What follows belongs to an exercise in optimizing a design on an open flow for small area and a short achievable clock period; a production flow would make more cautious choices. Function was checked by simulation only, so behaviour that the tests miss may differ from the original. Power figures rest on the tool's default switching activity, not on a simulated workload.

[design/flow/config.mk]
export PLATFORM = sky130hd
export DESIGN_NAME = DilatedCausal1DConv
export DESIGN_NICKNAME = DilatedCausal1DConv
export VERILOG_FILES = /design/flow/design.v
export SDC_FILE = /design/flow/constraint.sdc
export NUM_CORES = 4
export LEC_CHECK = 0
export CAP_MARGIN = 20
export CORE_MARGIN = 2
export CORE_UTILIZATION = 40
export SLEW_MARGIN = 20
export SYNTH_HIERARCHICAL = 1
[design/flow/constraint.sdc]
create_clock -name core_clock -period 7.0 [get_ports {clk}]
set_input_delay 1.4000 -clock core_clock [delete_from_list [all_inputs] [get_ports {clk}]]
set_output_delay 1.4000 -clock core_clock [all_outputs]
set_load 0.01 [all_outputs]
[design/flow/design.v]
module DilatedCausal1DConv (
    input clk,
    input reset,
    input wire [127:0] x,
    output wire [127:0] y,
    input h_write,
    input [7:0] h_index_channel,
    input [7:0] h_index_filter,
    input [7:0] h_value
);
    reg [39:0] xd [0:15];      
    reg [23:0] h [0:15];       
    reg [24:0] rv [0:15];   
    wire [24:0] rn [0:15];
    integer i;
    always @(posedge clk or posedge reset) begin
        if (reset) begin
            for (i = 0; i < 16; i = i + 1) xd[i] <= 40'd0;
        end else begin
            for (i = 0; i < 16; i = i + 1) xd[i] <= {xd[i][31:0], x[8*i +: 8]};
        end
    end
    localparam [23:0] HINV = {8'd3, 8'd2, 8'd1};
    wire wr_ok = h_write && (h_index_channel[7:4] == 4'd0);
    always @(posedge clk or posedge reset) begin
        if (reset) begin
            for (i = 0; i < 16; i = i + 1) h[i] <= 24'd0;
        end else begin
            for (i = 0; i < 16; i = i + 1) begin
                if (wr_ok && h_index_channel[3:0] == i && h_index_filter == 8'd0) h[i][7:0]   <= h_value ^ HINV[7:0];
                if (wr_ok && h_index_channel[3:0] == i && h_index_filter == 8'd1) h[i][15:8]  <= h_value ^ HINV[15:8];
                if (wr_ok && h_index_channel[3:0] == i && h_index_filter == 8'd2) h[i][23:16] <= h_value ^ HINV[23:16];
            end
        end
    end
    always @(posedge clk or posedge reset) begin
        if (reset) begin
            for (i = 0; i < 16; i = i + 1) rv[i] <= 25'd0;
        end else begin
            for (i = 0; i < 16; i = i + 1) rv[i] <= rn[i];
        end
    end
    genvar c;
    generate
        for (c = 0; c < 16; c = c + 1) begin : ch
            dc_mac u_mac (
                .a0(xd[c][7:0]), .a1(xd[c][23:16]), .a2(xd[c][39:32]),
                .b0(h[c][7:0]), .b1(h[c][15:8]), .b2(h[c][23:16]),
                .r(rn[c])
            );
            dc_out u_out (.r(rv[c]), .y(y[8*c +: 8]));
        end
    endgenerate
endmodule
module dc_mac (
    input  [7:0] a0, a1, a2,
    input  [7:0] b0, b1, b2,
    output [24:0] r
);
    wire p1 = ~(a0[0] & ~b0[0]);
    wire p2 = ~(a0[0] & b0[1]);
    wire p3 = ~(a0[0] & b0[2]);
    wire p4 = ~(a0[0] & b0[3]);
    wire p5 = ~(a0[0] & b0[4]);
    wire p6 = ~(a0[0] & b0[5]);
    wire p7 = ~(a0[0] & b0[6]);
    wire p8 = a0[0] & b0[7];
    wire p9 = ~(a0[1] & ~b0[0]);
    wire p10 = ~(a0[1] & b0[1]);
    wire p11 = ~(a0[1] & b0[2]);
    wire p12 = ~(a0[1] & b0[3]);
    wire p13 = ~(a0[1] & b0[4]);
    wire p14 = ~(a0[1] & b0[5]);
    wire p15 = ~(a0[1] & b0[6]);
    wire p16 = a0[1] & b0[7];
    wire p17 = ~(a0[2] & ~b0[0]);
    wire p18 = ~(a0[2] & b0[1]);
    wire p19 = ~(a0[2] & b0[2]);
    wire p20 = ~(a0[2] & b0[3]);
    wire p21 = ~(a0[2] & b0[4]);
    wire p22 = ~(a0[2] & b0[5]);
    wire p23 = ~(a0[2] & b0[6]);
    wire p24 = a0[2] & b0[7];
    wire p25 = ~(a0[3] & ~b0[0]);
    wire p26 = ~(a0[3] & b0[1]);
    wire p27 = ~(a0[3] & b0[2]);
    wire p28 = ~(a0[3] & b0[3]);
    wire p29 = ~(a0[3] & b0[4]);
    wire p30 = ~(a0[3] & b0[5]);
    wire p31 = ~(a0[3] & b0[6]);
    wire p32 = a0[3] & b0[7];
    wire p33 = ~(a0[4] & ~b0[0]);
    wire p34 = ~(a0[4] & b0[1]);
    wire p35 = ~(a0[4] & b0[2]);
    wire p36 = ~(a0[4] & b0[3]);
    wire p37 = ~(a0[4] & b0[4]);
    wire p38 = ~(a0[4] & b0[5]);
    wire p39 = ~(a0[4] & b0[6]);
    wire p40 = a0[4] & b0[7];
    wire p41 = ~(a0[5] & ~b0[0]);
    wire p42 = ~(a0[5] & b0[1]);
    wire p43 = ~(a0[5] & b0[2]);
    wire p44 = ~(a0[5] & b0[3]);
    wire p45 = ~(a0[5] & b0[4]);
    wire p46 = ~(a0[5] & b0[5]);
    wire p47 = ~(a0[5] & b0[6]);
    wire p48 = a0[5] & b0[7];
    wire p49 = ~(a0[6] & ~b0[0]);
    wire p50 = ~(a0[6] & b0[1]);
    wire p51 = ~(a0[6] & b0[2]);
    wire p52 = ~(a0[6] & b0[3]);
    wire p53 = ~(a0[6] & b0[4]);
    wire p54 = ~(a0[6] & b0[5]);
    wire p55 = ~(a0[6] & b0[6]);
    wire p56 = a0[6] & b0[7];
    wire p57 = a0[7] & ~b0[0];
    wire p58 = a0[7] & b0[1];
    wire p59 = a0[7] & b0[2];
    wire p60 = a0[7] & b0[3];
    wire p61 = a0[7] & b0[4];
    wire p62 = a0[7] & b0[5];
    wire p63 = a0[7] & b0[6];
    wire p64 = ~(a0[7] & b0[7]);
    wire p65 = ~(a1[0] & b1[0]);
    wire p66 = ~(a1[0] & ~b1[1]);
    wire p67 = ~(a1[0] & b1[2]);
    wire p68 = ~(a1[0] & b1[3]);
    wire p69 = ~(a1[0] & b1[4]);
    wire p70 = ~(a1[0] & b1[5]);
    wire p71 = ~(a1[0] & b1[6]);
    wire p72 = a1[0] & b1[7];
    wire p73 = ~(a1[1] & b1[0]);
    wire p74 = ~(a1[1] & ~b1[1]);
    wire p75 = ~(a1[1] & b1[2]);
    wire p76 = ~(a1[1] & b1[3]);
    wire p77 = ~(a1[1] & b1[4]);
    wire p78 = ~(a1[1] & b1[5]);
    wire p79 = ~(a1[1] & b1[6]);
    wire p80 = a1[1] & b1[7];
    wire p81 = ~(a1[2] & b1[0]);
    wire p82 = ~(a1[2] & ~b1[1]);
    wire p83 = ~(a1[2] & b1[2]);
    wire p84 = ~(a1[2] & b1[3]);
    wire p85 = ~(a1[2] & b1[4]);
    wire p86 = ~(a1[2] & b1[5]);
    wire p87 = ~(a1[2] & b1[6]);
    wire p88 = a1[2] & b1[7];
    wire p89 = ~(a1[3] & b1[0]);
    wire p90 = ~(a1[3] & ~b1[1]);
    wire p91 = ~(a1[3] & b1[2]);
    wire p92 = ~(a1[3] & b1[3]);
    wire p93 = ~(a1[3] & b1[4]);
    wire p94 = ~(a1[3] & b1[5]);
    wire p95 = ~(a1[3] & b1[6]);
    wire p96 = a1[3] & b1[7];
    wire p97 = ~(a1[4] & b1[0]);
    wire p98 = ~(a1[4] & ~b1[1]);
    wire p99 = ~(a1[4] & b1[2]);
    wire p100 = ~(a1[4] & b1[3]);
    wire p101 = ~(a1[4] & b1[4]);
    wire p102 = ~(a1[4] & b1[5]);
    wire p103 = ~(a1[4] & b1[6]);
    wire p104 = a1[4] & b1[7];
    wire p105 = ~(a1[5] & b1[0]);
    wire p106 = ~(a1[5] & ~b1[1]);
    wire p107 = ~(a1[5] & b1[2]);
    wire p108 = ~(a1[5] & b1[3]);
    wire p109 = ~(a1[5] & b1[4]);
    wire p110 = ~(a1[5] & b1[5]);
    wire p111 = ~(a1[5] & b1[6]);
    wire p112 = a1[5] & b1[7];
    wire p113 = ~(a1[6] & b1[0]);
    wire p114 = ~(a1[6] & ~b1[1]);
    wire p115 = ~(a1[6] & b1[2]);
    wire p116 = ~(a1[6] & b1[3]);
    wire p117 = ~(a1[6] & b1[4]);
    wire p118 = ~(a1[6] & b1[5]);
    wire p119 = ~(a1[6] & b1[6]);
    wire p120 = a1[6] & b1[7];
    wire p121 = a1[7] & b1[0];
    wire p122 = a1[7] & ~b1[1];
    wire p123 = a1[7] & b1[2];
    wire p124 = a1[7] & b1[3];
    wire p125 = a1[7] & b1[4];
    wire p126 = a1[7] & b1[5];
    wire p127 = a1[7] & b1[6];
    wire p128 = ~(a1[7] & b1[7]);
    wire p129 = ~(a2[0] & ~b2[0]);
    wire p130 = ~(a2[0] & ~b2[1]);
    wire p131 = ~(a2[0] & b2[2]);
    wire p132 = ~(a2[0] & b2[3]);
    wire p133 = ~(a2[0] & b2[4]);
    wire p134 = ~(a2[0] & b2[5]);
    wire p135 = ~(a2[0] & b2[6]);
    wire p136 = a2[0] & b2[7];
    wire p137 = ~(a2[1] & ~b2[0]);
    wire p138 = ~(a2[1] & ~b2[1]);
    wire p139 = ~(a2[1] & b2[2]);
    wire p140 = ~(a2[1] & b2[3]);
    wire p141 = ~(a2[1] & b2[4]);
    wire p142 = ~(a2[1] & b2[5]);
    wire p143 = ~(a2[1] & b2[6]);
    wire p144 = a2[1] & b2[7];
    wire p145 = ~(a2[2] & ~b2[0]);
    wire p146 = ~(a2[2] & ~b2[1]);
    wire p147 = ~(a2[2] & b2[2]);
    wire p148 = ~(a2[2] & b2[3]);
    wire p149 = ~(a2[2] & b2[4]);
    wire p150 = ~(a2[2] & b2[5]);
    wire p151 = ~(a2[2] & b2[6]);
    wire p152 = a2[2] & b2[7];
    wire p153 = ~(a2[3] & ~b2[0]);
    wire p154 = ~(a2[3] & ~b2[1]);
    wire p155 = ~(a2[3] & b2[2]);
    wire p156 = ~(a2[3] & b2[3]);
    wire p157 = ~(a2[3] & b2[4]);
    wire p158 = ~(a2[3] & b2[5]);
    wire p159 = ~(a2[3] & b2[6]);
    wire p160 = a2[3] & b2[7];
    wire p161 = ~(a2[4] & ~b2[0]);
    wire p162 = ~(a2[4] & ~b2[1]);
    wire p163 = ~(a2[4] & b2[2]);
    wire p164 = ~(a2[4] & b2[3]);
    wire p165 = ~(a2[4] & b2[4]);
    wire p166 = ~(a2[4] & b2[5]);
    wire p167 = ~(a2[4] & b2[6]);
    wire p168 = a2[4] & b2[7];
    wire p169 = ~(a2[5] & ~b2[0]);
    wire p170 = ~(a2[5] & ~b2[1]);
    wire p171 = ~(a2[5] & b2[2]);
    wire p172 = ~(a2[5] & b2[3]);
    wire p173 = ~(a2[5] & b2[4]);
    wire p174 = ~(a2[5] & b2[5]);
    wire p175 = ~(a2[5] & b2[6]);
    wire p176 = a2[5] & b2[7];
    wire p177 = ~(a2[6] & ~b2[0]);
    wire p178 = ~(a2[6] & ~b2[1]);
    wire p179 = ~(a2[6] & b2[2]);
    wire p180 = ~(a2[6] & b2[3]);
    wire p181 = ~(a2[6] & b2[4]);
    wire p182 = ~(a2[6] & b2[5]);
    wire p183 = ~(a2[6] & b2[6]);
    wire p184 = a2[6] & b2[7];
    wire p185 = a2[7] & ~b2[0];
    wire p186 = a2[7] & ~b2[1];
    wire p187 = a2[7] & b2[2];
    wire p188 = a2[7] & b2[3];
    wire p189 = a2[7] & b2[4];
    wire p190 = a2[7] & b2[5];
    wire p191 = a2[7] & b2[6];
    wire p192 = ~(a2[7] & b2[7]);
    wire s193, c194;
    dc_fa u194 (.a(p1), .b(p65), .c(p129), .s(s193), .co(c194));
    wire s195, c196;
    dc_fa u196 (.a(p2), .b(p9), .c(p66), .s(s195), .co(c196));
    wire s197, c198;
    dc_fa u198 (.a(p73), .b(p130), .c(p137), .s(s197), .co(c198));
    wire s199, c200;
    dc_fa u200 (.a(c194), .b(s195), .c(s197), .s(s199), .co(c200));
    wire s201, c202;
    dc_fa u202 (.a(p3), .b(p10), .c(p17), .s(s201), .co(c202));
    wire s203, c204;
    dc_fa u204 (.a(p67), .b(p74), .c(p81), .s(s203), .co(c204));
    wire s205, c206;
    dc_fa u206 (.a(p131), .b(p138), .c(p145), .s(s205), .co(c206));
    wire s207, c208;
    dc_fa u208 (.a(c196), .b(c198), .c(s201), .s(s207), .co(c208));
    wire s209, c210;
    dc_fa u210 (.a(s203), .b(s205), .c(c200), .s(s209), .co(c210));
    wire s211, c212;
    dc_fa u212 (.a(s207), .b(s209), .c(1'b1), .s(s211), .co(c212));
    wire s213, c214;
    dc_fa u214 (.a(p4), .b(p11), .c(p18), .s(s213), .co(c214));
    wire s215, c216;
    dc_fa u216 (.a(p25), .b(p68), .c(p75), .s(s215), .co(c216));
    wire s217, c218;
    dc_fa u218 (.a(p82), .b(p89), .c(p132), .s(s217), .co(c218));
    wire s219, c220;
    dc_fa u220 (.a(p139), .b(p146), .c(p153), .s(s219), .co(c220));
    wire s221, c222;
    dc_fa u222 (.a(c202), .b(c204), .c(c206), .s(s221), .co(c222));
    wire s223, c224;
    dc_fa u224 (.a(s213), .b(s215), .c(s217), .s(s223), .co(c224));
    wire s225, c226;
    dc_fa u226 (.a(s219), .b(c208), .c(s221), .s(s225), .co(c226));
    wire s227, c228;
    dc_fa u228 (.a(s223), .b(c210), .c(s225), .s(s227), .co(c228));
    wire s229, c230;
    dc_fa u230 (.a(c212), .b(s227), .c(1'b1), .s(s229), .co(c230));
    wire s231, c232;
    dc_fa u232 (.a(p5), .b(p12), .c(p19), .s(s231), .co(c232));
    wire s233, c234;
    dc_fa u234 (.a(p26), .b(p33), .c(p69), .s(s233), .co(c234));
    wire s235, c236;
    dc_fa u236 (.a(p76), .b(p83), .c(p90), .s(s235), .co(c236));
    wire s237, c238;
    dc_fa u238 (.a(p97), .b(p133), .c(p140), .s(s237), .co(c238));
    wire s239, c240;
    dc_fa u240 (.a(p147), .b(p154), .c(p161), .s(s239), .co(c240));
    wire s241, c242;
    dc_fa u242 (.a(c214), .b(c216), .c(c218), .s(s241), .co(c242));
    wire s243, c244;
    dc_fa u244 (.a(c220), .b(s231), .c(s233), .s(s243), .co(c244));
    wire s245, c246;
    dc_fa u246 (.a(s235), .b(s237), .c(s239), .s(s245), .co(c246));
    wire s247, c248;
    dc_fa u248 (.a(c222), .b(c224), .c(s241), .s(s247), .co(c248));
    wire s249, c250;
    dc_fa u250 (.a(s243), .b(s245), .c(c226), .s(s249), .co(c250));
    wire s251, c252;
    dc_fa u252 (.a(s247), .b(c228), .c(s249), .s(s251), .co(c252));
    wire s253, c254;
    dc_fa u254 (.a(c230), .b(s251), .c(1'b1), .s(s253), .co(c254));
    wire s255, c256;
    dc_fa u256 (.a(p6), .b(p13), .c(p20), .s(s255), .co(c256));
    wire s257, c258;
    dc_fa u258 (.a(p27), .b(p34), .c(p41), .s(s257), .co(c258));
    wire s259, c260;
    dc_fa u260 (.a(p70), .b(p77), .c(p84), .s(s259), .co(c260));
    wire s261, c262;
    dc_fa u262 (.a(p91), .b(p98), .c(p105), .s(s261), .co(c262));
    wire s263, c264;
    dc_fa u264 (.a(p134), .b(p141), .c(p148), .s(s263), .co(c264));
    wire s265, c266;
    dc_fa u266 (.a(p155), .b(p162), .c(p169), .s(s265), .co(c266));
    wire s267, c268;
    dc_fa u268 (.a(c232), .b(c234), .c(c236), .s(s267), .co(c268));
    wire s269, c270;
    dc_fa u270 (.a(c238), .b(c240), .c(s255), .s(s269), .co(c270));
    wire s271, c272;
    dc_fa u272 (.a(s257), .b(s259), .c(s261), .s(s271), .co(c272));
    wire s273, c274;
    dc_fa u274 (.a(s263), .b(s265), .c(c242), .s(s273), .co(c274));
    wire s275, c276;
    dc_fa u276 (.a(c244), .b(c246), .c(s267), .s(s275), .co(c276));
    wire s277, c278;
    dc_fa u278 (.a(s269), .b(s271), .c(c248), .s(s277), .co(c278));
    wire s279, c280;
    dc_fa u280 (.a(s273), .b(s275), .c(c250), .s(s279), .co(c280));
    wire s281, c282;
    dc_fa u282 (.a(s277), .b(c252), .c(s279), .s(s281), .co(c282));
    wire s283, c284;
    dc_fa u284 (.a(c254), .b(s281), .c(1'b1), .s(s283), .co(c284));
    wire s285, c286;
    dc_fa u286 (.a(p7), .b(p14), .c(p21), .s(s285), .co(c286));
    wire s287, c288;
    dc_fa u288 (.a(p28), .b(p35), .c(p42), .s(s287), .co(c288));
    wire s289, c290;
    dc_fa u290 (.a(p49), .b(p71), .c(p78), .s(s289), .co(c290));
    wire s291, c292;
    dc_fa u292 (.a(p85), .b(p92), .c(p99), .s(s291), .co(c292));
    wire s293, c294;
    dc_fa u294 (.a(p106), .b(p113), .c(p135), .s(s293), .co(c294));
    wire s295, c296;
    dc_fa u296 (.a(p142), .b(p149), .c(p156), .s(s295), .co(c296));
    wire s297, c298;
    dc_fa u298 (.a(p163), .b(p170), .c(p177), .s(s297), .co(c298));
    wire s299, c300;
    dc_fa u300 (.a(c256), .b(c258), .c(c260), .s(s299), .co(c300));
    wire s301, c302;
    dc_fa u302 (.a(c262), .b(c264), .c(c266), .s(s301), .co(c302));
    wire s303, c304;
    dc_fa u304 (.a(s285), .b(s287), .c(s289), .s(s303), .co(c304));
    wire s305, c306;
    dc_fa u306 (.a(s291), .b(s293), .c(s295), .s(s305), .co(c306));
    wire s307, c308;
    dc_fa u308 (.a(s297), .b(c268), .c(c270), .s(s307), .co(c308));
    wire s309, c310;
    dc_fa u310 (.a(c272), .b(s299), .c(s301), .s(s309), .co(c310));
    wire s311, c312;
    dc_fa u312 (.a(s303), .b(s305), .c(c274), .s(s311), .co(c312));
    wire s313, c314;
    dc_fa u314 (.a(c276), .b(s307), .c(s309), .s(s313), .co(c314));
    wire s315, c316;
    dc_fa u316 (.a(c278), .b(s311), .c(s313), .s(s315), .co(c316));
    wire s317, c318;
    dc_fa u318 (.a(c280), .b(s315), .c(c282), .s(s317), .co(c318));
    wire s319, c320;
    dc_fa u320 (.a(p8), .b(p15), .c(p22), .s(s319), .co(c320));
    wire s321, c322;
    dc_fa u322 (.a(p29), .b(p36), .c(p43), .s(s321), .co(c322));
    wire s323, c324;
    dc_fa u324 (.a(p50), .b(p57), .c(p72), .s(s323), .co(c324));
    wire s325, c326;
    dc_fa u326 (.a(p79), .b(p86), .c(p93), .s(s325), .co(c326));
    wire s327, c328;
    dc_fa u328 (.a(p100), .b(p107), .c(p114), .s(s327), .co(c328));
    wire s329, c330;
    dc_fa u330 (.a(p121), .b(p136), .c(p143), .s(s329), .co(c330));
    wire s331, c332;
    dc_fa u332 (.a(p150), .b(p157), .c(p164), .s(s331), .co(c332));
    wire s333, c334;
    dc_fa u334 (.a(p171), .b(p178), .c(p185), .s(s333), .co(c334));
    wire s335, c336;
    dc_fa u336 (.a(c286), .b(c288), .c(c290), .s(s335), .co(c336));
    wire s337, c338;
    dc_fa u338 (.a(c292), .b(c294), .c(c296), .s(s337), .co(c338));
    wire s339, c340;
    dc_fa u340 (.a(c298), .b(s319), .c(s321), .s(s339), .co(c340));
    wire s341, c342;
    dc_fa u342 (.a(s323), .b(s325), .c(s327), .s(s341), .co(c342));
    wire s343, c344;
    dc_fa u344 (.a(s329), .b(s331), .c(s333), .s(s343), .co(c344));
    wire s345, c346;
    dc_fa u346 (.a(c300), .b(c302), .c(c304), .s(s345), .co(c346));
    wire s347, c348;
    dc_fa u348 (.a(c306), .b(s335), .c(s337), .s(s347), .co(c348));
    wire s349, c350;
    dc_fa u350 (.a(s339), .b(s341), .c(s343), .s(s349), .co(c350));
    wire s351, c352;
    dc_fa u352 (.a(c308), .b(c310), .c(s345), .s(s351), .co(c352));
    wire s353, c354;
    dc_fa u354 (.a(s347), .b(s349), .c(c312), .s(s353), .co(c354));
    wire s355, c356;
    dc_fa u356 (.a(c314), .b(s351), .c(s353), .s(s355), .co(c356));
    wire s357, c358;
    dc_fa u358 (.a(c316), .b(s355), .c(1'b1), .s(s357), .co(c358));
    wire s359, c360;
    dc_ha u360 (.a(p16), .b(p23), .s(s359), .co(c360));
    wire s361, c362;
    dc_fa u362 (.a(p30), .b(p37), .c(p44), .s(s361), .co(c362));
    wire s363, c364;
    dc_fa u364 (.a(p51), .b(p58), .c(p80), .s(s363), .co(c364));
    wire s365, c366;
    dc_fa u366 (.a(p87), .b(p94), .c(p101), .s(s365), .co(c366));
    wire s367, c368;
    dc_fa u368 (.a(p108), .b(p115), .c(p122), .s(s367), .co(c368));
    wire s369, c370;
    dc_fa u370 (.a(p144), .b(p151), .c(p158), .s(s369), .co(c370));
    wire s371, c372;
    dc_fa u372 (.a(p165), .b(p172), .c(p179), .s(s371), .co(c372));
    wire s373, c374;
    dc_fa u374 (.a(p186), .b(c320), .c(c322), .s(s373), .co(c374));
    wire s375, c376;
    dc_fa u376 (.a(c324), .b(c326), .c(c328), .s(s375), .co(c376));
    wire s377, c378;
    dc_fa u378 (.a(c330), .b(c332), .c(c334), .s(s377), .co(c378));
    wire s379, c380;
    dc_fa u380 (.a(s359), .b(s361), .c(s363), .s(s379), .co(c380));
    wire s381, c382;
    dc_fa u382 (.a(s365), .b(s367), .c(s369), .s(s381), .co(c382));
    wire s383, c384;
    dc_fa u384 (.a(s371), .b(c336), .c(c338), .s(s383), .co(c384));
    wire s385, c386;
    dc_fa u386 (.a(c340), .b(c342), .c(c344), .s(s385), .co(c386));
    wire s387, c388;
    dc_fa u388 (.a(s373), .b(s375), .c(s377), .s(s387), .co(c388));
    wire s389, c390;
    dc_fa u390 (.a(s379), .b(s381), .c(c346), .s(s389), .co(c390));
    wire s391, c392;
    dc_fa u392 (.a(c348), .b(s383), .c(c350), .s(s391), .co(c392));
    wire s393, c394;
    dc_fa u394 (.a(s385), .b(s387), .c(c352), .s(s393), .co(c394));
    wire s395, c396;
    dc_fa u396 (.a(s389), .b(s391), .c(c354), .s(s395), .co(c396));
    wire s397, c398;
    dc_fa u398 (.a(s393), .b(c356), .c(s395), .s(s397), .co(c398));
    wire s399, c400;
    dc_ha u400 (.a(p24), .b(p31), .s(s399), .co(c400));
    wire s401, c402;
    dc_fa u402 (.a(p38), .b(p45), .c(p52), .s(s401), .co(c402));
    wire s403, c404;
    dc_fa u404 (.a(p59), .b(p88), .c(p95), .s(s403), .co(c404));
    wire s405, c406;
    dc_fa u406 (.a(p102), .b(p109), .c(p116), .s(s405), .co(c406));
    wire s407, c408;
    dc_fa u408 (.a(p123), .b(p152), .c(p159), .s(s407), .co(c408));
    wire s409, c410;
    dc_fa u410 (.a(p166), .b(p173), .c(p180), .s(s409), .co(c410));
    wire s411, c412;
    dc_fa u412 (.a(p187), .b(c360), .c(c362), .s(s411), .co(c412));
    wire s413, c414;
    dc_fa u414 (.a(c364), .b(c366), .c(c368), .s(s413), .co(c414));
    wire s415, c416;
    dc_fa u416 (.a(c370), .b(c372), .c(s399), .s(s415), .co(c416));
    wire s417, c418;
    dc_fa u418 (.a(s401), .b(s403), .c(s405), .s(s417), .co(c418));
    wire s419, c420;
    dc_fa u420 (.a(s407), .b(s409), .c(c374), .s(s419), .co(c420));
    wire s421, c422;
    dc_fa u422 (.a(c376), .b(c378), .c(c380), .s(s421), .co(c422));
    wire s423, c424;
    dc_fa u424 (.a(c382), .b(s411), .c(s413), .s(s423), .co(c424));
    wire s425, c426;
    dc_fa u426 (.a(s415), .b(s417), .c(c384), .s(s425), .co(c426));
    wire s427, c428;
    dc_fa u428 (.a(c386), .b(c388), .c(s419), .s(s427), .co(c428));
    wire s429, c430;
    dc_fa u430 (.a(s421), .b(s423), .c(c390), .s(s429), .co(c430));
    wire s431, c432;
    dc_fa u432 (.a(s425), .b(c392), .c(s427), .s(s431), .co(c432));
    wire s433, c434;
    dc_fa u434 (.a(c394), .b(s429), .c(s431), .s(s433), .co(c434));
    wire s435, c436;
    dc_fa u436 (.a(c396), .b(s433), .c(1'b1), .s(s435), .co(c436));
    wire s437, c438;
    dc_fa u438 (.a(p32), .b(p39), .c(p46), .s(s437), .co(c438));
    wire s439, c440;
    dc_fa u440 (.a(p53), .b(p60), .c(p96), .s(s439), .co(c440));
    wire s441, c442;
    dc_fa u442 (.a(p103), .b(p110), .c(p117), .s(s441), .co(c442));
    wire s443, c444;
    dc_fa u444 (.a(p124), .b(p160), .c(p167), .s(s443), .co(c444));
    wire s445, c446;
    dc_fa u446 (.a(p174), .b(p181), .c(p188), .s(s445), .co(c446));
    wire s447, c448;
    dc_fa u448 (.a(c400), .b(c402), .c(c404), .s(s447), .co(c448));
    wire s449, c450;
    dc_fa u450 (.a(c406), .b(c408), .c(c410), .s(s449), .co(c450));
    wire s451, c452;
    dc_fa u452 (.a(s437), .b(s439), .c(s441), .s(s451), .co(c452));
    wire s453, c454;
    dc_fa u454 (.a(s443), .b(s445), .c(c412), .s(s453), .co(c454));
    wire s455, c456;
    dc_fa u456 (.a(c414), .b(c416), .c(c418), .s(s455), .co(c456));
    wire s457, c458;
    dc_fa u458 (.a(s447), .b(s449), .c(s451), .s(s457), .co(c458));
    wire s459, c460;
    dc_fa u460 (.a(c420), .b(c422), .c(c424), .s(s459), .co(c460));
    wire s461, c462;
    dc_fa u462 (.a(s453), .b(s455), .c(s457), .s(s461), .co(c462));
    wire s463, c464;
    dc_fa u464 (.a(c426), .b(c428), .c(s459), .s(s463), .co(c464));
    wire s465, c466;
    dc_fa u466 (.a(s461), .b(c430), .c(c432), .s(s465), .co(c466));
    wire s467, c468;
    dc_fa u468 (.a(s463), .b(c434), .c(s465), .s(s467), .co(c468));
    wire s469, c470;
    dc_fa u470 (.a(p40), .b(p47), .c(p54), .s(s469), .co(c470));
    wire s471, c472;
    dc_fa u472 (.a(p61), .b(p104), .c(p111), .s(s471), .co(c472));
    wire s473, c474;
    dc_fa u474 (.a(p118), .b(p125), .c(p168), .s(s473), .co(c474));
    wire s475, c476;
    dc_fa u476 (.a(p175), .b(p182), .c(p189), .s(s475), .co(c476));
    wire s477, c478;
    dc_fa u478 (.a(c438), .b(c440), .c(c442), .s(s477), .co(c478));
    wire s479, c480;
    dc_fa u480 (.a(c444), .b(c446), .c(s469), .s(s479), .co(c480));
    wire s481, c482;
    dc_fa u482 (.a(s471), .b(s473), .c(s475), .s(s481), .co(c482));
    wire s483, c484;
    dc_fa u484 (.a(c448), .b(c450), .c(c452), .s(s483), .co(c484));
    wire s485, c486;
    dc_fa u486 (.a(s477), .b(s479), .c(s481), .s(s485), .co(c486));
    wire s487, c488;
    dc_fa u488 (.a(c454), .b(c456), .c(c458), .s(s487), .co(c488));
    wire s489, c490;
    dc_fa u490 (.a(s483), .b(s485), .c(c460), .s(s489), .co(c490));
    wire s491, c492;
    dc_fa u492 (.a(c462), .b(s487), .c(c464), .s(s491), .co(c492));
    wire s493, c494;
    dc_fa u494 (.a(s489), .b(c466), .c(s491), .s(s493), .co(c494));
    wire s495, c496;
    dc_fa u496 (.a(p48), .b(p55), .c(p62), .s(s495), .co(c496));
    wire s497, c498;
    dc_fa u498 (.a(p112), .b(p119), .c(p126), .s(s497), .co(c498));
    wire s499, c500;
    dc_fa u500 (.a(p176), .b(p183), .c(p190), .s(s499), .co(c500));
    wire s501, c502;
    dc_fa u502 (.a(c470), .b(c472), .c(c474), .s(s501), .co(c502));
    wire s503, c504;
    dc_fa u504 (.a(c476), .b(s495), .c(s497), .s(s503), .co(c504));
    wire s505, c506;
    dc_fa u506 (.a(s499), .b(c478), .c(c480), .s(s505), .co(c506));
    wire s507, c508;
    dc_fa u508 (.a(c482), .b(s501), .c(s503), .s(s507), .co(c508));
    wire s509, c510;
    dc_fa u510 (.a(c484), .b(c486), .c(s505), .s(s509), .co(c510));
    wire s511, c512;
    dc_fa u512 (.a(s507), .b(c488), .c(s509), .s(s511), .co(c512));
    wire s513, c514;
    dc_fa u514 (.a(c490), .b(s511), .c(c492), .s(s513), .co(c514));
    wire s515, c516;
    dc_fa u516 (.a(p56), .b(p63), .c(p120), .s(s515), .co(c516));
    wire s517, c518;
    dc_fa u518 (.a(p127), .b(p184), .c(p191), .s(s517), .co(c518));
    wire s519, c520;
    dc_fa u520 (.a(c496), .b(c498), .c(c500), .s(s519), .co(c520));
    wire s521, c522;
    dc_fa u522 (.a(s515), .b(s517), .c(c502), .s(s521), .co(c522));
    wire s523, c524;
    dc_fa u524 (.a(c504), .b(s519), .c(c506), .s(s523), .co(c524));
    wire s525, c526;
    dc_fa u526 (.a(s521), .b(c508), .c(c510), .s(s525), .co(c526));
    wire s527, c528;
    dc_fa u528 (.a(s523), .b(c512), .c(s525), .s(s527), .co(c528));
    wire s529, c530;
    dc_fa u530 (.a(p64), .b(p128), .c(p192), .s(s529), .co(c530));
    wire s531, c532;
    dc_fa u532 (.a(c516), .b(c518), .c(s529), .s(s531), .co(c532));
    wire s533, c534;
    dc_fa u534 (.a(c520), .b(s531), .c(c522), .s(s533), .co(c534));
    wire s535, c536;
    dc_fa u536 (.a(c524), .b(s533), .c(c526), .s(s535), .co(c536));
    wire s537 = ~c530;
    wire s538 = ~(s537 ^ c532);
    wire s539 = ~(s538 ^ c534);
    wire s540 = ~(s539 ^ c536);
    assign r = {s540, s535, ~c528, s527, ~c514, s513, ~c494, s493, ~c468, s467, ~c436, s435, ~c398, s397, ~c358, s357, ~c318, s317, c284, ~s283, ~s253, ~s229, ~s211, ~s199, ~s193};
endmodule
module dc_out (
    input  [24:0] r,
    output [7:0] y
);
    wire [15:0] ra = {~r[24], r[22], r[20], r[18], r[16], r[14], r[12], r[10], r[8], ~r[6], r[5], r[4], r[3], r[2], r[1], r[0]};
    wire [15:0] rb = {1'b0, ~r[23], ~r[21], ~r[19], ~r[17], ~r[15], ~r[13], ~r[11], ~r[9], ~r[7], 1'b0, 1'b0, 1'b0, 1'b0, 1'b0, 1'b0};
    wire [15:0] g = ra & rb;
    wire [15:0] p = ra ^ rb;
    wire [15:0] t = ra | rb;
    wire [7:0] cy;
    assign cy[0] = 1'b0;
    assign cy[1] = (g[0]);
    assign cy[2] = (g[1]) | (g[0] & p[1]);
    assign cy[3] = (g[2]) | (g[1] & p[2]) | (g[0] & p[1] & p[2]);
    assign cy[4] = (g[3]) | (g[2] & p[3]) | (g[1] & p[2] & p[3]) | (g[0] & p[1] & p[2] & p[3]);
    assign cy[5] = (g[4]) | (g[3] & p[4]) | (g[2] & p[3] & p[4]) | (g[1] & p[2] & p[3] & p[4]) | (g[0] & p[1] & p[2] & p[3] & p[4]);
    assign cy[6] = (g[5]) | (g[4] & p[5]) | (g[3] & p[4] & p[5]) | (g[2] & p[3] & p[4] & p[5]) | (g[1] & p[2] & p[3] & p[4] & p[5]) | (g[0] & p[1] & p[2] & p[3] & p[4] & p[5]);
    assign cy[7] = (g[6]) | (g[5] & p[6]) | (g[4] & p[5] & p[6]) | (g[3] & p[4] & p[5] & p[6]) | (g[2] & p[3] & p[4] & p[5] & p[6]) | (g[1] & p[2] & p[3] & p[4] & p[5] & p[6]) | (g[0] & p[1] & p[2] & p[3] & p[4] & p[5] & p[6]);
    wire [7:0] s8 = p[7:0] ^ cy[7:0];
    wire gh = (g[14]) | (g[13] & p[14]) | (g[12] & p[13] & p[14]) | (g[11] & p[12] & p[13] & p[14]) | (g[10] & p[11] & p[12] & p[13] & p[14]) | (g[9] & p[10] & p[11] & p[12] & p[13] & p[14]) | (g[8] & p[9] & p[10] & p[11] & p[12] & p[13] & p[14]) | (g[7] & p[8] & p[9] & p[10] & p[11] & p[12] & p[13] & p[14]);
    wire ph = &p[14:7];
    wire sg = p[15] ^ (gh | (ph & cy[7]));
    wire e0 = (p[7] ~^ 1'b0) & (p[8] ~^ t[7]) & (p[9] ~^ t[8]) & (p[10] ~^ t[9]) & (p[11] ~^ t[10]) & (p[12] ~^ t[11]) & (p[13] ~^ t[12]) & (p[14] ~^ t[13]) & (p[15] ~^ t[14]);
    wire e1 = &p[15:7];
    wire e2 = (p[7] ~^ 1'b0) & (p[8] ^ t[7]) & (p[9] ^ g[8]) & (p[10] ^ g[9]) & (p[11] ^ g[10]) & (p[12] ^ g[11]) & (p[13] ^ g[12]) & (p[14] ^ g[13]) & (p[15] ^ g[14]);
    wire ir = cy[7] ? (e1 | e2) : (e0 | e1);
    assign y = ir ? s8 : {sg, {7{~sg}}};
endmodule
module dc_fa (input a, input b, input c, output s, output co);
    assign s = a ^ b ^ c;
    assign co = (a & b) | (a & c) | (b & c);
endmodule
module dc_ha (input a, input b, output s, output co);
    assign s = a ^ b;
    assign co = a & b;
endmodule
[design/flow/run.sh]
#!/bin/bash
# synth_recipe.tcl (not shown) runs the flow's synth.tcl, then flattens the netlist and writes it again
# the make line also repeats each setting of config.mk as NAME=value (left out here)
make -C /OpenROAD-flow-scripts/flow DESIGN_CONFIG=/design/flow/config.mk WORK_HOME=/design/flow/orfs CLKGATE_MAP_FILE= SYNTH_SCRIPT=/design/flow/synth_recipe.tcl finish
==> results of run 1 <==
[routing by layer]
layer | vias to the layer above | GRT usage [%]
met5 | - | 0
met4 | 2 | 9.62
met3 | 756 | 3.79
met2 | 3015 | 35.7
met1 | 41581 | 28.9
li1 | 31636 | -
[layout by cell type (no fill, tap or decap), types with 31 or more instances in the layout]
cell / n
o21ai_0: 196
nand4_2: 112
dfrtp_1: 1424
nand4_1: 35
nand2_1: 2032
nor3_2: 34
conb_1: 96
or3_1: 32
ha_1: 384
mux2_2: 308
xor2_1: 112
clkdlybuf4s50_1: 274
nand2b_1: 451
buf_4: 31
xnor2_1: 80
nand3b_1: 112
clkbuf_16: 175
fa_1: 2736
nor2b_1: 68
and2_1: 609
inv_1: 550
[critical path: stages, from the launching register on]
cell,delay (ns)
dfrtp_1,0.35
inv_1,0.05
ha_1,0.35
xnor2_1,0.15
or3_1,0.32
nor3_2,0.77
and3b_1,0.26
or3_1,0.35
clkdlybuf4s50_1,0.50
[state kept, by name (all words and copies together) (netlist names)]
name,count
xd,640
rv,400
h,384
[power breakdown]
part	total (mW)	internal [mW]	switching, mW
clock	9.57	5.71	3.86
sequential	9.62	8.86	0.761
combinational	6.16	2.89	3.27
total	25.3	17.5	7.89
[final timing paths]
kind,endpoint,slack [ns]
max,y[63],1.68
min,xd[7][37]$_DFF_PP0_,0.32
max reg2reg,rv[13][13]$_DFF_PP0_,2.57
min reg2reg,xd[7][37]$_DFF_PP0_,0.32
max in group asynchronous,xd[14][1]$_DFF_PP0_,4.26
min in group asynchronous,xd[3][9]$_DFF_PP0_,1.05
[per-module statistics from Yosys (local to each module, per instance)]
| module | cell area, um^2 | flops+latches | times used |
|---|---|---|---|
| dc_fa | 20.0 | 0 | 2720 |
| dc_mac | 1120 | 0 | 16 |
| DilatedCausal1DConv | 41100 | 1424 | 1 |
| dc_out | 881 | 0 | 16 |
| dc_ha | 12.5 | 0 | 32 |
[through the flow]
step           utilization (%)  instances  hold slack [ns]
6_report                  43.9      14585            0.315
4_1_cts                   43.9      14563            0.317
3_5_place_dp              42.0      14249            0.335
3_3_place_gp              42.0      14248            0.331
5_1_grt                   43.9      14583            0.326
2_1_floorplan                -      10231            0.331
[layout make-up]
| cell class | instances | area, um^2 | area share [%] |
|---|---|---|---|
| antenna | 21 | 52.6 | 0.0376 |
| clock buffer | 224 | 4830 | 3.46 |
| clock inverter | 90 | 1230 | 0.878 |
| inverter | 551 | 2070 | 1.48 |
| multi-input combinational | 7777 | 87500 | 62.6 |
| sequential | 1424 | 35600 | 25.5 |
| tap | 4180 | 5230 | 3.74 |
| timing repair buffer | 318 | 3220 | 2.30 |
[kinds of logic after synthesis]
family	Yosys count	synth area share, %
AO/OA/AOI/OAI	308	1.58
XOR/XNOR	192	1.31
adder cells (fa/ha/maj)	3120	46.6
buffers and inverters	1030	3.96
flip-flops	1424	27.9
multiplexers	342	3.01
other	16	0.0470
AND/OR/NAND/NOR	3719	15.6
==> summary.md, run 1 <==
| Metric | Value |
|---|---|
| Status | `finished clean` |
| Placed cell area | `134000 um^2` |
| Yosys Warn Count | `13` |
| Fin. max-slew vios | `0` |
| Final worst setup slack | `1.68 ns` |
| Initial antenna violation count | `30` |
| Setup Fix Bufs, Post-CTS | `0` |
| Crit-path max FO | `11` |
| Top FF cell, synth | `dfrtp_1` |
| Worst vdd ir | `0.000239 V` |
| Endpoints failing setup | `0` |
| Max frequency | `0.188 GHz` |
| Routed length per placed instance | `23.5 um` |
| Slew HR | `28.1%` |
| Post-synthesis cell area | `128000 um^2` |
| First-pass GRT wire length | `542000 um` |
| Hold_sp | `xd[7][29]$_DFF_PP0_` |
| Yosys reg bits | `1424` |
| CP Data Required Time | `5.60 ns` |
| Drt drc | `0` |
| CTS tree | `yes` |
| Crit path from | `rv[7][18]$_DFF_PP0_` |
| Final clock period utilization by the worst path | `76.1%` |
| RSZ-0062 raised after global routing | `false` |
| Design area | `140000 um^2` |
| Setup crit end kind | `primary output` |
| Met3 routed WL | `23900 um` |
| Clock tree buffer depth | `4` |
| Reg2Reg Launch Point | `xd[13][3]$_DFF_PP0_` |
| Final nets | `13521` |
| Starting Density | `40.2%` |
| Vias per std cell | `5.28` |
| Top routing layer used | `met5` |
| Cell count after synthesis | `10151` |
| CTS Sinks | `1424` |
| Setup TNS | `0 ns` |
| Area contributors post-synth | `fa_1 (43%), dfrtp_1 (28%), nand2_1 (6.0%)` |
| Resized cells post-CTS | `0` |
| # fillers | `29014` |
| Post-synth ARST share | `100%` |
| Largest net degree at the start of global routing | `157` |
| Total Die Area | `324000 um^2` |
| Port Buf Inserts | `282` |
| Router iterations before antenna repair | `6` |
| Clock Latency Late Sink | `0.87 ns` |
| Layout cells sized above 1 | `9.22%` |
| Distinct cells, synth | `61` |
| Worst r2r path cells | `8` |
| Reg clk slew, reported paths | `0.05 ns` |
| Vias in the first global route | `89268` |
| Total power | `25.3 mW` |
| Worst Hold Class | `reg -> reg` |
| GRT Util Overall | `21.9%` |
| Worst hold path stage count | `0` |
| Final Hold Vio Count | `0` |
| Fin Clk Skew | `0.0478 ns` |
| GPL Wtd Cong | `0.967` |
| Top-level port count | `283` |
| WL met1 | `137000 um` |
| Setup CP Type | `reg -> out` |
| Vias | `76990` |
| Share of the synthesized area in the top cell type | `42.8%` |
| Final WL | `343000 um` |
| Most frequent cell after synthesis | `fa_1` |
| Die Y-Extent | `569 um` |
| Most frequent cells after synthesis | `fa_1 (2736), nand2_1 (2032), dfrtp_1 (1424)` |
| Hold buffers post-CTS | `0` |
| Synth area leader | `fa_1` |
| Startpoint types | `flop` |
| Worst Path Arrival | `3.92 ns` |
| Core Area | `318000 um^2` |
| Antenna-violating nets left | `0` |
| Root Driver | `clkbuf_16` |
| H-tree depth | `4` |
| Post-DP HPWL | `268000 um` |
| PwrDens | `181 nW/um^2` |
| Num rows | `207` |
| Syn Area/Cell | `12.6 um^2` |
| Setup WS pre-CTS | `2.56 ns` |
| Worst-Margin Slew | `1.08 ns` |
| DRT iter0 DRCs | `5607` |
| Grt total ovfl | `0` |
| Tmin final | `5.32 ns` |
| Die width | `569 um` |
| Post-synthesis sequential area ratio | `27.9%` |
| Area Growth Syn to Fin | `9.28%` |
| Pleak | `49.7 nW` |
| TritonCTS buffer count | `174` |
| DR WL met2 | `165000 um` |
| Number of flops mapped to enable cells by yosys | `0` |
| Max-Cap Viols | `0` |
==> run 2: changes to the inputs <==
--- a/design/flow/config.mk
+++ b/design/flow/config.mk
@@ -8,5 +8,6 @@
 export CAP_MARGIN = 20
 export CORE_MARGIN = 2
 export CORE_UTILIZATION = 40
+export SETUP_SLACK_MARGIN = 2.5
 export SLEW_MARGIN = 20
 export SYNTH_HIERARCHICAL = 1
==> summary.md, run 2 <==
| Metric | Value |
|---|---|
| Status | `finished with violations` |
| Layout check faults | `antenna rules` |
| GPL Wtd Cong | `0.967 (unchanged)` |
| CTS Sinks | `1424 (unchanged)` |
| Root Driver | `clkbuf_16` |
| Post-synth ARST share | `100% (unchanged)` |
| Share of the synthesized area in the top cell type | `42.8% (unchanged)` |
| Top-level port count | `283 (unchanged)` |
| GRT Util Overall | `22.2% (+0.26 points)` |
| Grt peak-use layer | `met2` |
| CP Data Required Time | `5.60 ns (about the same)` |
| Vias | `78114 (+1.5%)` |
| Startpoint types | `flop` |
| Slew HR | `27.1% (-0.95 points)` |
| Worst r2r path cells | `8 (unchanged)` |
| Starting Density | `40.2% (unchanged)` |
| Number of flops mapped to enable cells by yosys | `0 (unchanged)` |
| Vias per std cell | `5.28 (about the same)` |
| Distinct cells, synth | `61 (unchanged)` |
| Worst vdd ir | `0.000223 V (-6.5%)` |
| GR Util met2 | `36.2% (+0.52 points)` |
| Core Area | `318000 um^2 (unchanged)` |
| Placed cell area | `134000 um^2 (unchanged)` |
| Endpoints failing setup | `0 (unchanged)` |
| Met1 usage | `29.1% (+0.21 points)` |
| Non-filler cells, final | `14804 (+1.5%)` |
| Yosys reg bits | `1424 (unchanged)` |
| Area Growth Syn to Fin | `12.3%` |
| Max frequency | `0.207 GHz (+10%)` |
| Vias in the first global route | `90571 (+1.5%)` |
| GR Util met3 | `3.88% (+0.091 points)` |
| Clock Latency Late Sink | `0.87 ns (about the same)` |
| Largest net degree at the start of global routing | `157 (unchanged)` |
| Yosys Warn Count | `13 (unchanged)` |
| PwrDens | `186 nW/um^2 (+2.5%)` |
| RSZ-0062 raised after global routing | `true` |
| Top FF cell, synth | `dfrtp_1` |
| Placed Instances | `14249 (unchanged)` |
| Antenna-violating nets left | `1 (+1)` |
| CTS tree | `yes` |
| Total power | `26.7 mW (+5.4%)` |
| Crit-path max FO | `5 (-6)` |
| Area contributors post-synth | `fa_1 (43%), dfrtp_1 (28%), nand2_1 (6.0%)` |
| Worst hold path stage count | `0 (unchanged)` |
| Final Hold Vio Count | `0 (unchanged)` |
| Max-Cap Viols | `0 (unchanged)` |
| Most frequent cell after synthesis | `fa_1` |
| Grt total ovfl | `0 (unchanged)` |
| Drt drc | `0 (unchanged)` |
| Router iterations before antenna repair | `6 (unchanged)` |
| Most frequent cells after synthesis | `fa_1 (2736), nand2_1 (2032), dfrtp_1 (1424)` |
| Setup crit end kind | `primary output` |
| Most common cell after layout, fill and taps aside | `fa_1` |
| Post-synthesis sequential area ratio | `27.9% (unchanged)` |
| Tmin final | `4.82 ns (-0.502 ns)` |
| Syn Area/Cell | `12.6 um^2 (unchanged)` |
| Routed length per placed instance | `23.5 um (-0.15%)` |
| Fin Clk Skew | `0.0453 ns (-0.00253 ns)` |
| # fillers | `28664 (-1.2%)` |
| Largest register FFs | `640 (unchanged)` |
| Fin. max-slew vios | `0 (unchanged)` |
| Reg with most FFs | `xd` |
| Num rows | `207 (unchanged)` |
| Post-DP HPWL | `268000 um (unchanged)` |
| Port Buf Inserts | `282 (unchanged)` |
| Die width | `569 um (unchanged)` |
| Setup TNS | `0 ns (unchanged)` |
| TritonCTS buffer count | `174 (unchanged)` |
| Reg clk slew, reported paths | `0.06 ns (about the same)` |
| Final clock period utilization by the worst path | `68.9% (-7.2 points)` |
| R2r setup slk | `2.62 ns (+0.05 ns)` |
| Clock tree buffer depth | `4 (unchanged)` |
| Worst Path Arrival | `3.42 ns (-0.50 ns)` |
| Largest registers | `xd x640, rv x400, h x384` |
| Design area | `144000 um^2 (+2.8%)` |
| H-tree depth | `4 (unchanged)` |
| Synth area leader | `fa_1` |
| First-pass GRT wire length | `549000 um (+1.3%)` |
| Post-synthesis cell area | `128000 um^2 (unchanged)` |
| Layout cells sized above 1 | `13.6% (+4.3 points)` |
| Initial antenna violation count | `30 (unchanged)` |
| Final nets | `13732 (+1.6%)` |
| Most frequent cells in the layout | `fa_1 (2736), nand2_1 (2017), dfrtp_1 (1416), and2_1 (609), inv_1 (529)` |
| Worst-Margin Slew | `1.09 ns (+0.0143 ns)` |
| Cell count after synthesis | `10151 (unchanged)` |
| Final WL | `347000 um (+1.4%)` |
| Total Die Area | `324000 um^2 (unchanged)` |
| Worst Hold Class | `reg -> reg` |
| DRT iter0 DRCs | `5724 (+2.1%)` |
| Setup CP Type | `reg -> out` |
| Pleak | `51.6 nW (+3.8%)` |
| Die Y-Extent | `569 um (unchanged)` |
-- run 2: cell types whose count changed in the layout (fill, tap and decap cells not counted), sizes merged --
| cell | delta |
|---|---|
| clkdlybuf4s50 | -128 |
| diode | +8 |
| dlygate4sd2 | +1 |
| buf | +338 |
-- run 2: cell families after synthesis --
kind of cell | count (synthesis) | share of synthesized area (%)
AO/OA/AOI/OAI | 308 | 1.58
XOR/XNOR | 192 | 1.31
adder cells (fa/ha/maj) | 3120 | 46.6
buffers and inverters | 1030 | 3.96
flip-flops | 1424 | 27.9
multiplexers | 342 | 3.01
other | 16 | 0.0470
AND/OR/NAND/NOR | 3719 | 15.6
-- run 2: final timing paths --
path,from,endpoint
max,rv[11][21]$_DFF_PP0_,y[91]
min,xd[7][29]$_DFF_PP0_,xd[7][37]$_DFF_PP0_
min in group asynchronous,reset,xd[3][9]$_DFF_PP0_
min reg2reg,xd[7][29]$_DFF_PP0_,xd[7][37]$_DFF_PP0_
max reg2reg,xd[2][3]$_DFF_PP0_,rv[2][13]$_DFF_PP0_
max in group asynchronous,reset,xd[14][1]$_DFF_PP0_
-- run 2: layout make-up --
type | count | area (um^2) | area share (%)
clock buffer | 224 | 4830 | 3.36
timing repair buffer | 529 | 5330 | 3.71
antenna | 29 | 72.6 | 0.0505
multi-input combinational | 7777 | 89300 | 62.1
inverter | 551 | 2070 | 1.44
sequential | 1424 | 35600 | 24.8
clock inverter | 90 | 1230 | 0.854
tap | 4180 | 5230 | 3.64
-- run 2: through the flow --
| stage | utilization [%] | worst slack (ns) | hold slack, ns |
|---|---|---|---|
| after floorplan | - | -14.11 | 0.331 |
| after global placement | 42.0 | 2.57 | 0.331 |
| after detailed placement | 42.0 | 2.56 | 0.335 |
| after CTS | 44.8 | 2.10 | 0.317 |
| after global routing | 45.2 | 2.05 | 0.326 |
| final | 45.2 | 2.18 | 0.315 |
-- run 2: routing by layer --
layer,routed length [um],vias up
met2,169000,2909
li1,-,32049
met5,13,-
met4,16200,2
met3,23400,765
met1,139000,42389
-- run 2: timing repair --
action | 4_1_cts | 5_1_grt
hold buffers | 0 | 0
buffers inserted | 163 | 48
pin swaps | 132 | 86
endpoints found under the setup margin | 128 | 132
gates resized for setup | 808 | 183
-- run 2: report_power, final --
group / internal, mW / switching, mW / leakage [nW]
Clock: 5.71 / 3.87 / 2.94
Sequential: 8.86 / 0.776 / 17.7
Combinational: 3.68 / 3.82 / 31.0
-- run 2: worst max-delay path, cell delays in order, from the launching register on --
cell and delay [ns]:
dfrtp_1 0.38, inv_1 0.07, ha_2 0.17, inv_2 0.04, fa_1 0.46, and4bb_2 0.26
nand2_2 0.09, nor3_4 0.04, buf_12 0.15, or4b_4 0.59, buf_6 0.16, nand4_4 0.07
buf_6 0.11
-- run 2: Yosys stat by module (local to each module, per instance) --
module,cells inside,flops+latches,times used
DilatedCausal1DConv,2039,1424,1
dc_mac,232,0,16
dc_out,103,0,16
dc_fa,1,0,2720
dc_ha,1,0,32
==> run 3: changes to the inputs <==
--- a/design/flow/design.v
+++ b/design/flow/design.v
@@ -597,18 +597,35 @@
     wire s538 = ~(s537 ^ c532);
     wire s539 = ~(s538 ^ c534);
     wire s540 = ~(s539 ^ c536);
-    assign r = {s540, s535, ~c528, s527, ~c514, s513, ~c494, s493, ~c468, s467, ~c436, s435, ~c398, s397, ~c358, s357, ~c318, s317, c284, ~s283, ~s253, ~s229, ~s211, ~s199, ~s193};
+    wire pp541, nt542;
+    dc_ha u542 (.a(c284), .b(s317), .s(pp541), .co(nt542));
+    wire pp543, nt544;
+    dc_ha u544 (.a(c318), .b(s357), .s(pp543), .co(nt544));
+    wire pp545, nt546;
+    dc_ha u546 (.a(c358), .b(s397), .s(pp545), .co(nt546));
+    wire pp547, nt548;
+    dc_ha u548 (.a(c398), .b(s435), .s(pp547), .co(nt548));
+    wire pp549, nt550;
+    dc_ha u550 (.a(c436), .b(s467), .s(pp549), .co(nt550));
+    wire pp551, nt552;
+    dc_ha u552 (.a(c468), .b(s493), .s(pp551), .co(nt552));
+    wire pp553, nt554;
+    dc_ha u554 (.a(c494), .b(s513), .s(pp553), .co(nt554));
+    wire pp555, nt556;
+    dc_ha u556 (.a(c514), .b(s527), .s(pp555), .co(nt556));
+    wire pp557, nt558;
+    dc_ha u558 (.a(c528), .b(s535), .s(pp557), .co(nt558));
+    assign r = {s540, nt558, ~pp557, nt556, ~pp555, nt554, ~pp553, nt552, ~pp551, nt550, ~pp549, nt548, ~pp547, nt546, ~pp545, nt544, ~pp543, nt542, pp541, ~s283, ~s253, ~s229, ~s211, ~s199, ~s193};
 endmodule
 module dc_out (
     input  [24:0] r,
     output [7:0] y
 );
-    wire [15:0] ra = {~r[24], r[22], r[20], r[18], r[16], r[14], r[12], r[10], r[8], ~r[6], r[5], r[4], r[3], r[2], r[1], r[0]};
-    wire [15:0] rb = {1'b0, ~r[23], ~r[21], ~r[19], ~r[17], ~r[15], ~r[13], ~r[11], ~r[9], ~r[7], 1'b0, 1'b0, 1'b0, 1'b0, 1'b0, 1'b0};
-    wire [15:0] g = ra & rb;
-    wire [15:0] p = ra ^ rb;
-    wire [15:0] t = ra | rb;
+    wire [15:0] g = {1'b0, (~r[23] & ~~r[22]), (~r[21] & ~~r[20]), (~r[19] & ~~r[18]), (~r[17] & ~~r[16]), (~r[15] & ~~r[14]), (~r[13] & ~~r[12]), (~r[11] & ~~r[10]), (~r[9] & ~~r[8]), (~r[7] & ~r[6]), 1'b0, 1'b0, 1'b0, 1'b0, 1'b0, 1'b0};
+    wire [15:0] p = {~r[24], ~r[22], ~r[20], ~r[18], ~r[16], ~r[14], ~r[12], ~r[10], ~r[8], r[6], r[5], r[4], r[3], r[2], r[1], r[0]};
+    wire [15:0] t = {~r[24], ~r[23], ~r[21], ~r[19], ~r[17], ~r[15], ~r[13], ~r[11], ~r[9], ~r[7], r[5], r[4], r[3], r[2], r[1], r[0]};
     wire [7:0] cy;
+    wire c15, ir;
     assign cy[0] = 1'b0;
     assign cy[1] = (g[0]);
     assign cy[2] = (g[1]) | (g[0] & p[1]);
@@ -617,14 +634,16 @@
     assign cy[5] = (g[4]) | (g[3] & p[4]) | (g[2] & p[3] & p[4]) | (g[1] & p[2] & p[3] & p[4]) | (g[0] & p[1] & p[2] & p[3] & p[4]);
     assign cy[6] = (g[5]) | (g[4] & p[5]) | (g[3] & p[4] & p[5]) | (g[2] & p[3] & p[4] & p[5]) | (g[1] & p[2] & p[3] & p[4] & p[5]) | (g[0] & p[1] & p[2] & p[3] & p[4] & p[5]);
     assign cy[7] = (g[6]) | (g[5] & p[6]) | (g[4] & p[5] & p[6]) | (g[3] & p[4] & p[5] & p[6]) | (g[2] & p[3] & p[4] & p[5] & p[6]) | (g[1] & p[2] & p[3] & p[4] & p[5] & p[6]) | (g[0] & p[1] & p[2] & p[3] & p[4] & p[5] & p[6]);
-    wire [7:0] s8 = p[7:0] ^ cy[7:0];
     wire gh = (g[14]) | (g[13] & p[14]) | (g[12] & p[13] & p[14]) | (g[11] & p[12] & p[13] & p[14]) | (g[10] & p[11] & p[12] & p[13] & p[14]) | (g[9] & p[10] & p[11] & p[12] & p[13] & p[14]) | (g[8] & p[9] & p[10] & p[11] & p[12] & p[13] & p[14]) | (g[7] & p[8] & p[9] & p[10] & p[11] & p[12] & p[13] & p[14]);
     wire ph = &p[14:7];
-    wire sg = p[15] ^ (gh | (ph & cy[7]));
+    assign c15 = gh | (ph & cy[7]);
+    wire c7 = cy[7];
     wire e0 = (p[7] ~^ 1'b0) & (p[8] ~^ t[7]) & (p[9] ~^ t[8]) & (p[10] ~^ t[9]) & (p[11] ~^ t[10]) & (p[12] ~^ t[11]) & (p[13] ~^ t[12]) & (p[14] ~^ t[13]) & (p[15] ~^ t[14]);
     wire e1 = &p[15:7];
     wire e2 = (p[7] ~^ 1'b0) & (p[8] ^ t[7]) & (p[9] ^ g[8]) & (p[10] ^ g[9]) & (p[11] ^ g[10]) & (p[12] ^ g[11]) & (p[13] ^ g[12]) & (p[14] ^ g[13]) & (p[15] ^ g[14]);
-    wire ir = cy[7] ? (e1 | e2) : (e0 | e1);
+    assign ir = c7 ? (e1 | e2) : (e0 | e1);
+    wire [7:0] s8 = p[7:0] ^ cy[7:0];
+    wire sg = p[15] ^ c15;
     assign y = ir ? s8 : {sg, {7{~sg}}};
 endmodule
 module dc_fa (input a, input b, input c, output s, output co);
==> design/flow/flow/run.sh (new file) <==
#!/bin/bash
set -euo pipefail
export BUFFER_PORTS_ARGS="-buffer_cell sky130_fd_sc_hd__buf_4"
bash standard.sh finish > standard.log 2>&1
==> design/flow/standard.sh (new file) <==
#!/bin/bash
# synth_recipe.tcl (not shown) runs the flow's synth.tcl, then flattens the netlist and writes it again
# the make line also repeats each setting of config.mk as NAME=value (left out here)
make -C /OpenROAD-flow-scripts/flow DESIGN_CONFIG=/design/flow/config.mk WORK_HOME=/design/flow/orfs CLKGATE_MAP_FILE= SYNTH_SCRIPT=/design/flow/synth_recipe.tcl "${@:-finish}"
--- a/design/flow/config.mk
+++ b/design/flow/config.mk
@@ -8,6 +8,5 @@
 export CAP_MARGIN = 20
 export CORE_MARGIN = 2
 export CORE_UTILIZATION = 40
-export SETUP_SLACK_MARGIN = 2.5
 export SLEW_MARGIN = 20
 export SYNTH_HIERARCHICAL = 1
removed: design/flow/run.sh
==> summary.md, run 3 <==
| Metric | Value |
|---|---|
| Critical path depth | `9 (-3)` |
| Most frequent cells after synthesis | `fa_1 (2720), nand2_1 (2000), dfrtp_1 (1424)` |
| Most frequent cell after synthesis | `fa_1` |
| Hold_sp | `xd[2][12]$_DFF_PP0_` |
| Top-level port count | `283 (unchanged)` |
| Top FF cell, synth | `dfrtp_1` |
| Core Area | `306000 um^2 (-3.8%)` |
| Final nets | `12909 (-6.0%)` |
| DRT iter0 DRCs | `5225 (-8.7%)` |
| Placed cell area | `128000 um^2 (-4.0%)` |
| Layout cells sized above 1 | `10.9% (-2.6 points)` |
| Final WL | `326000 um (-6.2%)` |
| Port Buf Inserts | `282 (unchanged)` |
| Status | `finished clean` |
| Starting Density | `40.2% (about the same)` |
| Setup crit end kind | `primary output` |
| Cell count after synthesis | `9639 (-5.0%)` |
| Drt drc | `0 (unchanged)` |
| Worst r2r path cells | `9 (+1)` |
| Die width | `559 um (-1.9%)` |
| Number of flops mapped to enable cells by yosys | `0 (unchanged)` |
| Resized cells post-CTS | `0 (-100%)` |
| Buffer and inverter count on the worst path | `2 (-3)` |
| Hold buffers post-CTS | `0 (unchanged)` |
| Area contributors post-synth | `fa_1 (44%), dfrtp_1 (29%), nand2_1 (6.1%)` |
| Die Y-Extent | `559 um (-1.9%)` |
| GRT Util Overall | `21.9% (-0.27 points)` |
| Vias | `73363 (-6.1%)` |
| Worst-Margin Slew | `1.15 ns (+0.0520 ns)` |
| TritonCTS buffer count | `173 (-0.57%)` |
| Worst vdd ir | `0.000254 V (+14%)` |
| Max incr delay on CP | `0.54 ns (-0.05 ns)` |
| RSZ-0062 raised after global routing | `false` |
| Setup CP Type | `reg -> out` |
| Largest net degree at the start of global routing | `156 (-0.64%)` |
| Vias per std cell | `5.23 (-0.89%)` |
| Post-synthesis sequential area ratio | `29.0% (+1.1 points)` |
| # fillers | `28063 (-2.1%)` |
| Most frequent cells in the layout | `fa_1 (2720), nand2_1 (2000), dfrtp_1 (1424), and2_1 (611), nand2b_1 (467)` |
| Design area | `134000 um^2 (-6.5%)` |
| Root Driver | `clkbuf_16` |
| Largest registers | `xd x640, rv x400, h x384` |
| Reg2Reg Launch Point | `h[13][2]$_DFFE_PP0P_` |
| Clock Latency Late Sink | `0.87 ns (about the same)` |
| Tmin final | `4.73 ns (-0.0945 ns)` |
| Endpoints failing setup | `0 (unchanged)` |
| Grt total ovfl | `0 (unchanged)` |
| Total Die Area | `312000 um^2 (-3.8%)` |
| Setup TNS | `0 ns (unchanged)` |
| Syn Area/Cell | `12.8 um^2 (+1.3%)` |
| Worst Path Arrival | `3.33 ns (-0.09 ns)` |
| Routed length per placed instance | `23.2 um (-1.0%)` |
| GPL Wtd Cong | `0.942 (-2.6%)` |
| R2r endpoint | `rv[13][6]$_DFF_PP0_` |
| Worst Hold Class | `reg -> reg` |
| Fin Clk Skew | `0.0610 ns (+0.0157 ns)` |
| H-tree depth | `4 (unchanged)` |
| Num rows | `203 (-1.9%)` |
| Antenna-violating nets left | `0 (-1)` |
| Clock tree buffer depth | `4 (unchanged)` |
| Hold worst-path end | `xd[2][20]$_DFF_PP0_` |
| Max-Cap Viols | `0 (unchanged)` |
| Post-DP HPWL | `259000 um (-3.3%)` |
| Synth area leader | `fa_1` |
| R2r setup slk | `2.32 ns (-0.30 ns)` |
| Slew HR | `23.5% (-3.6 points)` |
| Vias in the first global route | `85357 (-5.8%)` |
| CP cell instances | `inv_1 -> ha_1 -> or2_0 -> a221o_1 -> o211ai_2 -> a211o_2 -> a21oi_2 -> a21oi_1 -> buf_4` |
| Yosys Warn Count | `13 (unchanged)` |
| Worst hold path stage count | `0 (unchanged)` |
| CP Data Required Time | `5.60 ns (about the same)` |
| Distinct cells, synth | `59 (-3.3%)` |
| Final Hold Vio Count | `0 (unchanged)` |
| Top Family by Delay on Critical Path | `compound AO/OA/AOI/OAI gates` |
| Initial antenna violation count | `34 (+13%)` |
| Reg clk slew, reported paths | `0.06 ns (about the same)` |
| Pleak | `48.9 nW (-5.2%)` |
| CTS Sinks | `1424 (unchanged)` |
| CTS tree | `yes` |
| Final design utilization | `43.9% (-1.2 points)` |
| Crit-path max FO | `8 (+3)` |
| Startpoint types | `flop` |
| Slowest-stage cell, CP | `a21oi_1` |
| Fin. max-slew vios | `0 (unchanged)` |
| First-pass GRT wire length | `519000 um (-5.5%)` |
| Post-synth ARST share | `100% (unchanged)` |
| Yosys reg bits | `1424 (unchanged)` |
| Post-synthesis cell area | `123000 um^2 (-3.8%)` |
| Reg with most FFs | `xd` |
| Largest register FFs | `640 (unchanged)` |
| Most common cell after layout, fill and taps aside | `fa_1` |
| Setup Fix Bufs, Post-CTS | `0 (-100%)` |
| Max frequency | `0.212 GHz (+2.0%)` |
| Share of the synthesized area in the top cell type | `44.3% (+1.4 points)` |
| PwrDens | `187 nW/um^2 (+0.42%)` |
| Final clock period utilization by the worst path | `67.5% (-1.4 points)` |
| Area Growth Syn to Fin | `9.19%` |
| Router iterations before antenna repair | `6 (unchanged)` |
[run 3: area by class of cell]
type / count / area (um^2) / share of cell area (%)
inverter: 343 / 1290 / 0.961
clock buffer: 225 / 4830 / 3.60
multi-input combinational: 7521 / 83700 / 62.4
sequential: 1424 / 35600 / 26.5
timing repair buffer: 315 / 2490 / 1.85
antenna: 14 / 35.0 / 0.0261
clock inverter: 86 / 1150 / 0.856
tap: 4100 / 5130 / 3.82
[run 3: power breakdown]
part | switching (mW) | internal [mW] | leakage (nW)
clock | 3.82 | 5.59 | 2.93
sequential | 0.758 | 8.92 | 17.8
combinational | 3.40 | 2.59 | 28.2
total | 7.98 | 17.1 | 48.9
[run 3: per-module statistics from Yosys (local to each module, per instance)]
module / copies in the design / area [um^2] / flip-flops and latches / cells inside
DilatedCausal1DConv: 1 / 41100 / 1424 / 2039
dc_mac: 16 / 1120 / 0 / 232
dc_out: 16 / 463 / 0 / 62
dc_fa: 2720 / 20.0 / 0 / 1
dc_ha: 176 / 12.5 / 0 / 1
[run 3: worst max-delay path by stage]
stage	start	end	slack [ns]
5_1_grt	rv[6][16]$_DFF_PP0_	y[55]	2.04
3_3_place_gp	h_index_channel[5]	h[15][22]$_DFFE_PP0P_	2.22
2_1_floorplan	reset	h[0][0]$_DFFE_PP0P_	-14.11
4_1_cts	rv[11][16]$_DFF_PP0_	y[95]	2.22
3_5_place_dp	h_index_channel[5]	h[15][21]$_DFFE_PP0P_	2.16
6_report	rv[7][18]$_DFF_PP0_	y[63]	2.27
[run 3: kinds of logic (layout without fill, tap and decap cells)]
| logic type | count (synthesis) | after routing | share of synthesized area [%] |
|---|---|---|---|
| other | 16 | 110 | 0.0488 |
| and+or+nand+nor | 3543 | 3543 | 13.9 |
| buffers and inverters | 774 | 969 | 3.19 |
| xor gates and xnor gates | 192 | 192 | 1.37 |
| muxes | 342 | 342 | 3.13 |
| AOI/OAI and AO/OA | 372 | 372 | 2.52 |
| DFF | 1424 | 1424 | 29.0 |
| adders and majority gates | 2976 | 2976 | 46.9 |
[run 3: worst register-to-register path: stages, from the launching register on]
cell and delay (ns):
dfrtp_1 0.65, nand2_1 0.16, fa_1 0.49, fa_1 0.57
fa_1 0.44, fa_1 0.57, fa_1 0.46, fa_1 0.46
fa_1 0.44, ha_1 0.30
[run 3: layer usage]
metal / global-route usage (%) / share of wire [%]
met5: 0 / 0.017
met2: 34.9 / 48
met1: 29.5 / 41
met4: 10.3 / 5.3
met3: 3.42 / 6.4
[run 3: per-stage QoR]
stage	total power [mW]	cells	setup WS (ns)	hold WS, ns
after floorplan	13.5	9719	-14.11	0.331
after CTS	25.5	14014	2.22	0.283
after global routing	26.5	14027	2.04	0.297
after detailed placement	15.9	13703	2.16	0.335
final	25.1	14028	2.27	0.288
after global placement	15.8	13703	2.22	0.331

-- separate check: timing with driven ports --
The flow's constraints put no driver on any port. The routed layouts listed below were extracted and timed again, unchanged, in two steps.
Step 1 sets driving cells, clkbuf_16 on the clock port and buf_2 on the other inputs (assumed; they add their load-dependent delay and slew).
Step 2, shift: input delay + t, output delay - t, t = (earliest + latest rising clock arrival at the registers) / 2. This alone moves slack from input paths to output paths.
Three values: no drivers, after step 1, after step 2; two values: the first two.
| run | t (ns) | setup slack, ns | worst setup path after step 2 | worst register clock-pin slew, ns | cell pins on the clock port's net |
|---|---|---|---|---|---|
| run 1 | 0.942 | 1.676 / 1.579 / 2.520 | register to output | 0.07 / 0.07 | 1 |
| run 2 | 0.941 | 2.179 / 2.083 / 2.602 | input to register | 0.07 / 0.07 | 1 |
| run 3 | 0.943 | 2.273 / 2.170 / 2.127 | input to register | 0.07 / 0.07 | 1 |
For run 3, which loses most, drivers alone change the setup slack by -0.103 ns; drivers and shift together by -0.146 ns.
